Background: an optimization exercise with open tools, aiming at small area. Do not read the settings as production practice. RTL that was checked went through simulation tests only; none was proved equivalent to the original. Power is estimated from default activity; no workload was simulated.

==> onyx <==
Design uButterfly, start of the top module:
module uButterfly #(
    parameter BITWIDTH = 8,
              BINPUT = 2
) (
    input wire iClk,
    input wire iRstN,
    input wire loadW,
    input wire iClr,
    input wire iReal0,
    input wire iImg0,
    input wire iReal1,
    input wire iImg1,
    input wire [BITWIDTH-1:0] iwReal,
    input wire [BITWIDTH-1:0] iwImg,
    output wire oReal0,
    output wire oImg0,
    output wire oReal1,
    output wire oImg1
);
    reg biZero;
    reg [7:0] wReal, wImg;
    reg [8:0] cntR0, cntR1, cntI0, cntI1;    
    reg [1:0] accScR, accScI, accReq, accIeq;
    reg accR, accI;                           
    reg outR0, outR1, outI0, outI1;
    wire [8:0] selR = iReal1 ? cntR1 : cntR0;
    wire [8:0] selI = iImg1 ? cntI1 : cntI0;
    wire [7:0] randR, randI;
    genvar j;
    generate
        for (j = 0; j < 8; j = j + 1) begin : g_rand
            assign randR[j] = selR[7-j] ^ selR[8-j];
            assign randI[j] = selI[7-j] ^ selI[8-j];
        end
    endgenerate
    wire mRR = (wReal > randR) ^ ~iReal1;    
    wire mRI = (wImg  > randR) ^ ~iReal1;    
    wire mIR = (wReal > randI) ^ ~iImg1;     
    wire mII = (wImg  > randI) ^ ~iImg1;     
    wire [1:0] sumScR = accScR[0] + iReal0 + biZero;
  ...
==> module uButterfly, before the edit <==
module uButterfly #(
    parameter BITWIDTH = 8,
              BINPUT = 2
) (
    input wire iClk,
    input wire iRstN,
    input wire loadW,
    input wire iClr,
    input wire iReal0,
    input wire iImg0,
    input wire iReal1,
    input wire iImg1,
    input wire [BITWIDTH-1:0] iwReal,
    input wire [BITWIDTH-1:0] iwImg,
    output wire oReal0,
    output wire oImg0,
    output wire oReal1,
    output wire oImg1
);
    reg biZero;
    reg [7:0] wReal, wImg;
    reg [8:0] cntR0, cntR1, cntI0, cntI1;    
    reg [1:0] accScR, accScI, accReq, accIeq;
    reg accR, accI;                           
    reg outR0, outR1, outI0, outI1;
    wire [8:0] selR = iReal1 ? cntR1 : cntR0;
    wire [8:0] selI = iImg1 ? cntI1 : cntI0;
    wire [7:0] randR, randI;
    genvar j;
    generate
        for (j = 0; j < 8; j = j + 1) begin : g_rand
            assign randR[j] = selR[7-j] ^ selR[8-j];
            assign randI[j] = selI[7-j] ^ selI[8-j];
        end
    endgenerate
    wire mRR = (wReal > randR) ^ ~iReal1;    
    wire mRI = (wImg  > randR) ^ ~iReal1;    
    wire mIR = (wReal > randI) ^ ~iImg1;     
    wire mII = (wImg  > randI) ^ ~iImg1;     
    wire [1:0] sumScR = accScR[0] + iReal0 + biZero;
    wire [1:0] sumScI = accScI[0] + iImg0 + biZero;
    wire [1:0] sumReq = accReq[0] + mRR + !mII;
    wire [1:0] sumIeq = accIeq[0] + mRI + mIR;
    wire scR = accScR[1];
    wire scI = accScI[1];
    wire req = accReq[1];
    wire ieq = accIeq[1];
    function [8:0] carries(input [8:0] c);
        integer i;
        reg t;
        begin
            t = 1'b1;
            for (i = 0; i < 9; i = i + 1) begin
                carries[i] = t;
                t = t & c[i];
            end
        end
    endfunction
    wire [8:0] carR = carries(selR);
    wire [8:0] carI = carries(selI);
    wire [8:0] nxtR0 = {9{~iClr}} & (cntR0 ^ ({9{~iReal1}} & carR));
    wire [8:0] nxtR1 = {9{~iClr}} & (cntR1 ^ ({9{iReal1}} & carR));
    wire [8:0] nxtI0 = {9{~iClr}} & (cntI0 ^ ({9{~iImg1}} & carI));
    wire [8:0] nxtI1 = {9{~iClr}} & (cntI1 ^ ({9{iImg1}} & carI));
    always @(posedge iClk or negedge iRstN) begin
        if (~iRstN) begin
            biZero <= 1'b0;
            wReal <= 8'd0;
            wImg <= 8'd0;
            cntR0 <= 9'd0;
            cntR1 <= 9'd0;
            cntI0 <= 9'd0;
            cntI1 <= 9'd0;
            accScR <= 2'd0;
            accScI <= 2'd0;
            accReq <= 2'd0;
            accIeq <= 2'd0;
            accR <= 1'b0;
            accI <= 1'b0;
            outR0 <= 1'b0;
            outR1 <= 1'b0;
            outI0 <= 1'b0;
            outI1 <= 1'b0;
        end else begin
            biZero <= ~biZero;
            if (loadW) begin
                wReal <= iwReal;
                wImg <= iwImg;
            end
            cntR0 <= nxtR0;
            cntR1 <= nxtR1;
            cntI0 <= nxtI0;
            cntI1 <= nxtI1;
            accScR <= sumScR;
            accScI <= sumScI;
            accReq <= sumReq;
            accIeq <= sumIeq;
            accR <= accR ^ scR ^ req;
            accI <= accI ^ scI ^ ieq;
            outR0 <= (scR & req) | (scR & accR) | (req & accR);
            outR1 <= (scR & !req) | (scR & (accR ^ biZero)) | (!req & (accR ^ biZero));
            outI0 <= (scI & ieq) | (scI & accI) | (ieq & accI);
            outI1 <= (scI & !ieq) | (scI & (accI ^ biZero)) | (!ieq & (accI ^ biZero));
        end
    end
    assign oReal0 = outR0;
    assign oReal1 = outR1;
    assign oImg0 = outI0;
    assign oImg1 = outI1;
endmodule
Settings: LEC_CHECK=0, CAP_MARGIN=20, CORE_MARGIN=2, CORE_UTILIZATION=65, GPL_TIMING_DRIVEN=0, SLEW_MARGIN=20; clock period 5.0 ns.
standard.sh (not shown) runs the stock make flow with config.mk's settings and CLKGATE_MAP_FILE= SYNTH_SCRIPT=/design/flow/synth_recipe.tcl, a recipe that flattens the netlist after the stock synthesis.
==> flow/flow/run.sh <==
#!/bin/bash
# Layout flow: the standard ORFS flow with three changes that only affect cell area:
#  - synthesis maps with an area-oriented ABC script (flow/area.abc) and without the
#    half/full-adder cells (flow/synth.tcl is synth_recipe.tcl with the ABC script swapped);
#  - ports are buffered with sky130_fd_sc_hd__buf_1 instead of the default delay buffer;
#  - CTS uses small clock buffers and inserts no dummy loads.
# Each tool's output goes to the ORFS logs under orfs/logs/; make's own output to make.log.
set -euo pipefail
W=$(pwd)
RESULTS=$W/orfs/results/$FLOW_PLATFORM/uButterfly/base
export MY_ABC_SCRIPT=$W/flow/area.abc
make -C "$FLOW_HOME" DESIGN_CONFIG="$W/config.mk" WORK_HOME="$W/orfs" CLKGATE_MAP_FILE= \
  SYNTH_SCRIPT="$W/flow/synth.tcl" ADDER_MAP_FILE= \
  BUFFER_PORTS_ARGS="-buffer_cell sky130_fd_sc_hd__buf_1" \
  CTS_ARGS="-sink_clustering_enable -sink_clustering_size 70 -sink_clustering_max_diameter 500 -repair_clock_nets -dont_use_dummy_load -buf_list {sky130_fd_sc_hd__clkbuf_4}" \
  finish > "$W/make.log" 2>&1
: # left out here: write the final layout as DEF
==> flow/flow/area.abc <==
strash
&get -n
&deepsyn -T 60
&put
dch -f
amap -F 50 -A 50
==> flow/flow/synth.tcl <==
# The standard synthesis script, with the ABC mapping script replaced by MY_ABC_SCRIPT
proc synth {args} { yosys synth -nofsm -noshare {*}$args }
proc abc {args} {
  set i [lsearch -exact $args -script]
  if {$i >= 0 && [info exists ::env(MY_ABC_SCRIPT)]} {
    lset args [expr {$i + 1}] $::env(MY_ABC_SCRIPT)
  }
  yosys abc {*}$args
}
source $::env(SCRIPTS_DIR)/synth.tcl
# left out here: clear keep_hierarchy, flatten, clean up, hide names made inside functions, write 1_2_yosys.v
==> cedar (differences from onyx) <==
--- a/flow/design.v
+++ b/flow/design.v
@@ -20,3 +20,4 @@
     reg biZero;
-    reg [7:0] wReal, wImg;
+    reg [7:0] wReal, wImg;                    
+    reg wValid;
     reg [8:0] cntR0, cntR1, cntI0, cntI1;    
@@ -35,6 +36,6 @@
     endgenerate
-    wire mRR = (wReal > randR) ^ ~iReal1;    
-    wire mRI = (wImg  > randR) ^ ~iReal1;    
-    wire mIR = (wReal > randI) ^ ~iImg1;     
-    wire mII = (wImg  > randI) ^ ~iImg1;     
+    wire mRR = (wValid & (wReal > randR)) ^ ~iReal1;    
+    wire mRI = (wValid & (wImg  > randR)) ^ ~iReal1;    
+    wire mIR = (wValid & (wReal > randI)) ^ ~iImg1;     
+    wire mII = (wValid & (wImg  > randI)) ^ ~iImg1;     
     wire [1:0] sumScR = accScR[0] + iReal0 + biZero;
@@ -47,3 +48,3 @@
     wire ieq = accIeq[1];
-    function [8:0] carries(input [8:0] c);
+    function [8:0] step(input [8:0] c, input en, input clr);
         integer i;
@@ -51,5 +52,5 @@
         begin
-            t = 1'b1;
+            t = en;
             for (i = 0; i < 9; i = i + 1) begin
-                carries[i] = t;
+                step[i] = ~clr & (c[i] ^ t);
                 t = t & c[i];
@@ -58,8 +59,12 @@
     endfunction
-    wire [8:0] carR = carries(selR);
-    wire [8:0] carI = carries(selI);
-    wire [8:0] nxtR0 = {9{~iClr}} & (cntR0 ^ ({9{~iReal1}} & carR));
-    wire [8:0] nxtR1 = {9{~iClr}} & (cntR1 ^ ({9{iReal1}} & carR));
-    wire [8:0] nxtI0 = {9{~iClr}} & (cntI0 ^ ({9{~iImg1}} & carI));
-    wire [8:0] nxtI1 = {9{~iClr}} & (cntI1 ^ ({9{iImg1}} & carI));
+    wire [8:0] nxtR0 = step(cntR0, ~iReal1, iClr);
+    wire [8:0] nxtR1 = step(cntR1, iReal1, iClr);
+    wire [8:0] nxtI0 = step(cntI0, ~iImg1, iClr);
+    wire [8:0] nxtI1 = step(cntI1, iImg1, iClr);
+    always @(posedge iClk) begin
+        if (loadW) begin
+            wReal <= iwReal;
+            wImg <= iwImg;
+        end
+    end
     always @(posedge iClk or negedge iRstN) begin
@@ -67,4 +72,3 @@
             biZero <= 1'b0;
-            wReal <= 8'd0;
-            wImg <= 8'd0;
+            wValid <= 1'b0;
             cntR0 <= 9'd0;
@@ -85,6 +89,3 @@
             biZero <= ~biZero;
-            if (loadW) begin
-                wReal <= iwReal;
-                wImg <= iwImg;
-            end
+            if (loadW) wValid <= 1'b1;
             cntR0 <= nxtR0;
==> flow/flow/run.sh (replaced) <==
#!/bin/bash
# Layout flow: the standard ORFS flow with changes that only affect cell area:
#  - synthesis is synth_recipe.tcl, except that ABC maps the netlist once with each script
#    flow/a*.abc (area-oriented: deepsyn with a few seeds, then amap) and the smallest
#    mapping is kept (flow/synth.tcl); no half/full-adder cells (ADDER_MAP_FILE empty);
#  - ports are buffered with sky130_fd_sc_hd__buf_1 instead of the default delay buffer,
#    the reset port with a buf_4 (flow/pre_resize.tcl);
#  - CTS uses clkbuf_4 and inserts no dummy loads.
# Each tool's output goes to the ORFS logs under orfs/logs/; make's own output to make.log.
set -euo pipefail
W=$(pwd)
RESULTS=$W/orfs/results/$FLOW_PLATFORM/uButterfly/base
export MY_ABC_SCRIPTS="$(ls $W/flow/a*.abc | tr "\n" " ")"
make -C "$FLOW_HOME" DESIGN_CONFIG="$W/config.mk" WORK_HOME="$W/orfs" CLKGATE_MAP_FILE= \
  SYNTH_SCRIPT="$W/flow/synth.tcl" ADDER_MAP_FILE= \
  PRE_RESIZE_TCL="$W/flow/pre_resize.tcl" \
  BUFFER_PORTS_ARGS="-buffer_cell sky130_fd_sc_hd__buf_1" \
  CTS_ARGS="-sink_clustering_enable -sink_clustering_size 70 -sink_clustering_max_diameter 500 -repair_clock_nets -dont_use_dummy_load -buf_list {sky130_fd_sc_hd__clkbuf_4}" \
  finish > "$W/make.log" 2>&1
: # left out here: write the final layout as DEF
==> flow/flow/a0.abc (new file) <==
strash
dc2
dch -f
amap
==> flow/flow/a1.abc (new file) <==
strash
&get -n
&deepsyn -T 40 -S 1
&put
dch -f
amap -F 50 -A 50
==> flow/flow/a2.abc (new file) <==
strash
&get -n
&deepsyn -T 60 -S 0
&put
dch -f
amap -F 50 -A 50
==> flow/flow/a3.abc (new file) <==
strash
&get -n
&deepsyn -T 60 -S 6
&put
dch -f
amap -F 50 -A 50
==> flow/flow/pre_resize.tcl (new file) <==
# The reset port's buffer drives the reset pin of every flip-flop. Give it a buf_4, whose
# max capacitance covers that load, so repair_design adds no extra buffer to the net.
set rst_net [get_nets -of_objects [get_ports iRstN]]
foreach pin [get_pins -of_objects $rst_net -filter "direction == input"] {
  set inst [get_cells -of_objects $pin]
  puts "pre_resize: [get_full_name $inst] ([get_property $inst ref_name]) -> sky130_fd_sc_hd__buf_4"
  replace_cell $inst sky130_fd_sc_hd__buf_4
}
==> flow/flow/synth.tcl (replaced) <==
# The standard synthesis script (synth_recipe.tcl), except for ABC: each ABC script in
# MY_ABC_SCRIPTS maps the same netlist, and the mapping with the smallest cell area is kept.
# Every candidate's area goes to the synthesis log.
proc synth {args} { yosys synth -nofsm -noshare {*}$args }
proc abc {args} {
  set i [lsearch -exact $args -script]
  set lib [lindex $args [expr {[lsearch -exact $args -liberty] + 1}]]
  if {$i < 0 || ![info exists ::env(MY_ABC_SCRIPTS)]} {
    yosys abc {*}$args
    return
  }
  yosys design -save my_pre_abc
  set best ""
  set best_area 1e18
  set k 0
  foreach script $::env(MY_ABC_SCRIPTS) {
    yosys design -load my_pre_abc
    lset args [expr {$i + 1}] $script
    if {[catch {yosys abc {*}$args} err]} {
      puts "MY_ABC candidate $k [file tail $script]: failed: $err"
      incr k
      continue
    }
    yosys tee -q -o $::env(OBJECTS_DIR)/my_abc_stat_$k.txt stat -liberty $lib
    set f [open $::env(OBJECTS_DIR)/my_abc_stat_$k.txt]
    set text [read $f]
    close $f
    regexp {Chip area for module[^:]*: *([0-9.]+)} $text -> area
    puts "MY_ABC candidate $k [file tail $script]: area $area"
    if {$area < $best_area} {
      set best_area $area
      set best $k
    }
    yosys design -save my_abc_$k
    incr k
  }
  if {$best eq ""} { error "MY_ABC: every ABC candidate failed" }
  puts "MY_ABC best candidate $best: area $best_area"
  yosys design -load my_abc_$best
}
source $::env(SCRIPTS_DIR)/synth.tcl
# left out here: clear keep_hierarchy, flatten, clean up, hide names made inside functions, write 1_2_yosys.v
Settings changed: CAP_MARGIN 20 to 0, CORE_UTILIZATION 65 to 60, SLEW_MARGIN 20 to 0.
removed: flow/flow/area.abc
==> tundra (differences from onyx) <==
--- a/flow/design.v
+++ b/flow/design.v
@@ -47,3 +47,3 @@
     wire ieq = accIeq[1];
-    function [8:0] carries(input [8:0] c);
+    function [8:0] step(input [8:0] c, input en, input clr);
         integer i;
@@ -51,5 +51,5 @@
         begin
-            t = 1'b1;
+            t = en;
             for (i = 0; i < 9; i = i + 1) begin
-                carries[i] = t;
+                step[i] = ~clr & (c[i] ^ t);
                 t = t & c[i];
@@ -58,8 +58,6 @@
     endfunction
-    wire [8:0] carR = carries(selR);
-    wire [8:0] carI = carries(selI);
-    wire [8:0] nxtR0 = {9{~iClr}} & (cntR0 ^ ({9{~iReal1}} & carR));
-    wire [8:0] nxtR1 = {9{~iClr}} & (cntR1 ^ ({9{iReal1}} & carR));
-    wire [8:0] nxtI0 = {9{~iClr}} & (cntI0 ^ ({9{~iImg1}} & carI));
-    wire [8:0] nxtI1 = {9{~iClr}} & (cntI1 ^ ({9{iImg1}} & carI));
+    wire [8:0] nxtR0 = step(cntR0, ~iReal1, iClr);
+    wire [8:0] nxtR1 = step(cntR1, iReal1, iClr);
+    wire [8:0] nxtI0 = step(cntI0, ~iImg1, iClr);
+    wire [8:0] nxtI1 = step(cntI1, iImg1, iClr);
     always @(posedge iClk or negedge iRstN) begin
--- a/flow/flow/run.sh
+++ b/flow/flow/run.sh
@@ -14,3 +14,3 @@
   BUFFER_PORTS_ARGS="-buffer_cell sky130_fd_sc_hd__buf_1" \
-  CTS_ARGS="-sink_clustering_enable -sink_clustering_size 70 -sink_clustering_max_diameter 500 -repair_clock_nets -dont_use_dummy_load -buf_list {sky130_fd_sc_hd__clkbuf_4}" \
+  CTS_ARGS="-sink_clustering_enable -repair_clock_nets -dont_use_dummy_load -buf_list {sky130_fd_sc_hd__clkbuf_2 sky130_fd_sc_hd__clkbuf_4}" \
   finish > "$W/make.log" 2>&1
==> flow/flow/area.abc (replaced) <==
strash
dc2
dch -f
amap
Settings changed: CORE_UTILIZATION 65 to 40, GPL_TIMING_DRIVEN 0 to unset.
==> umber (differences from onyx) <==
--- a/flow/design.v
+++ b/flow/design.v
@@ -47,3 +47,3 @@
     wire ieq = accIeq[1];
-    function [8:0] carries(input [8:0] c);
+    function [8:0] step(input [8:0] c, input en, input clr);
         integer i;
@@ -51,5 +51,5 @@
         begin
-            t = 1'b1;
+            t = en;
             for (i = 0; i < 9; i = i + 1) begin
-                carries[i] = t;
+                step[i] = ~clr & (c[i] ^ t);
                 t = t & c[i];
@@ -58,8 +58,6 @@
     endfunction
-    wire [8:0] carR = carries(selR);
-    wire [8:0] carI = carries(selI);
-    wire [8:0] nxtR0 = {9{~iClr}} & (cntR0 ^ ({9{~iReal1}} & carR));
-    wire [8:0] nxtR1 = {9{~iClr}} & (cntR1 ^ ({9{iReal1}} & carR));
-    wire [8:0] nxtI0 = {9{~iClr}} & (cntI0 ^ ({9{~iImg1}} & carI));
-    wire [8:0] nxtI1 = {9{~iClr}} & (cntI1 ^ ({9{iImg1}} & carI));
+    wire [8:0] nxtR0 = step(cntR0, ~iReal1, iClr);
+    wire [8:0] nxtR1 = step(cntR1, iReal1, iClr);
+    wire [8:0] nxtI0 = step(cntI0, ~iImg1, iClr);
+    wire [8:0] nxtI1 = step(cntI1, iImg1, iClr);
     always @(posedge iClk or negedge iRstN) begin
Settings changed: CORE_UTILIZATION 65 to 40.
==> comparison <==
- umber completed with no timing, DRC or antenna violations. cedar failed in placement repair (3_4_place_resized) on STA-0100. tundra produced a clean layout. onyx completed without violations.
- Via count: tundra > onyx > umber.
- Clock power is about the same in umber and tundra.
- In tundra the synthesized area is larger than in cedar, by about 10%.
- Cell count: umber is larger than onyx (0.81%).
- Register-to-register slack: tundra < umber < onyx.
- In count of clock-buffer cells in the layout, umber and tundra do not differ.
==> figures <==
	onyx	tundra	cedar	umber
Top cell category	sequential cells	sequential cells	-	sequential cells
Final Instance Area	0.003578 mm2	0.003809 mm2	-	0.003523 mm2
Synth Area in Compound Gates	28.00%	24.74%	29.55%	23.05%
Mean cell area of the mapped netlist	8.486 um2	8.164 um2	9.649 um2	8.959 um2
Sequential element share of the synthesized area	51.18%	48.32%	56.64%	52.71%
Fmax achieved	241.6 MHz	265.2 MHz	-	224.2 MHz
Wire length of the first global-routing pass	10720 um	12890 um	-	11870 um
Result of the run	no timing/DRC/antenna violations	no timing/DRC/antenna violations	aborted with a tool error	no timing/DRC/antenna violations
Last stage reached	-	-	placement repair (3_4_place_resized)	-
Post-route fraction of the period consumed by the critical path	82.77%	75.43%	-	89.22%
Fraction of synthesized cell area taken by the top area cell type	51.18%	48.32%	41.37%	52.71%
Sequential cell area	0.001677 mm2	0.001677 mm2	-	0.001677 mm2
Global-route met3 utilization	4.016%	4.101%	-	3.948%
Met2 track demand over resource	39.96%	24.20%	-	25.24%
No functional check of the RTL was part of onyx and cedar.

## port drivers added, routing unchanged
How much do the figures lean on ideal ports? The routed layouts below were timed once more, with nothing changed but the port constraints. Step 1 assumes that a clkbuf_16 drives the clock port and a buf_2 every other input. Step 2 times the ports against the registers' clock, not the clock port: input delays grow and output delays shrink by t, the midpoint of the rising clock arrivals with the driver on. a / b / c = no drivers / after step 1 / after step 2; a / b = the first two.
run | t, ns | setup slack, ns | hold WS [ns] | worst setup path after step 2
onyx | 0.403 | 0.861 / 0.863 / 0.460 | 0.463 / 0.463 / 0.463 | input to register
tundra | 0.416 | 1.229 / 1.231 / 0.815 | 0.478 / 0.478 / 0.478 | input to register
umber | 0.415 | 0.539 / 0.541 / 0.126 | 0.415 / 0.412 / 0.471 | input to register
After both steps every run listed still meets setup and hold. For tundra, which loses most, drivers alone change the setup slack by +0.002 ns; drivers and shift together by -0.414 ns.
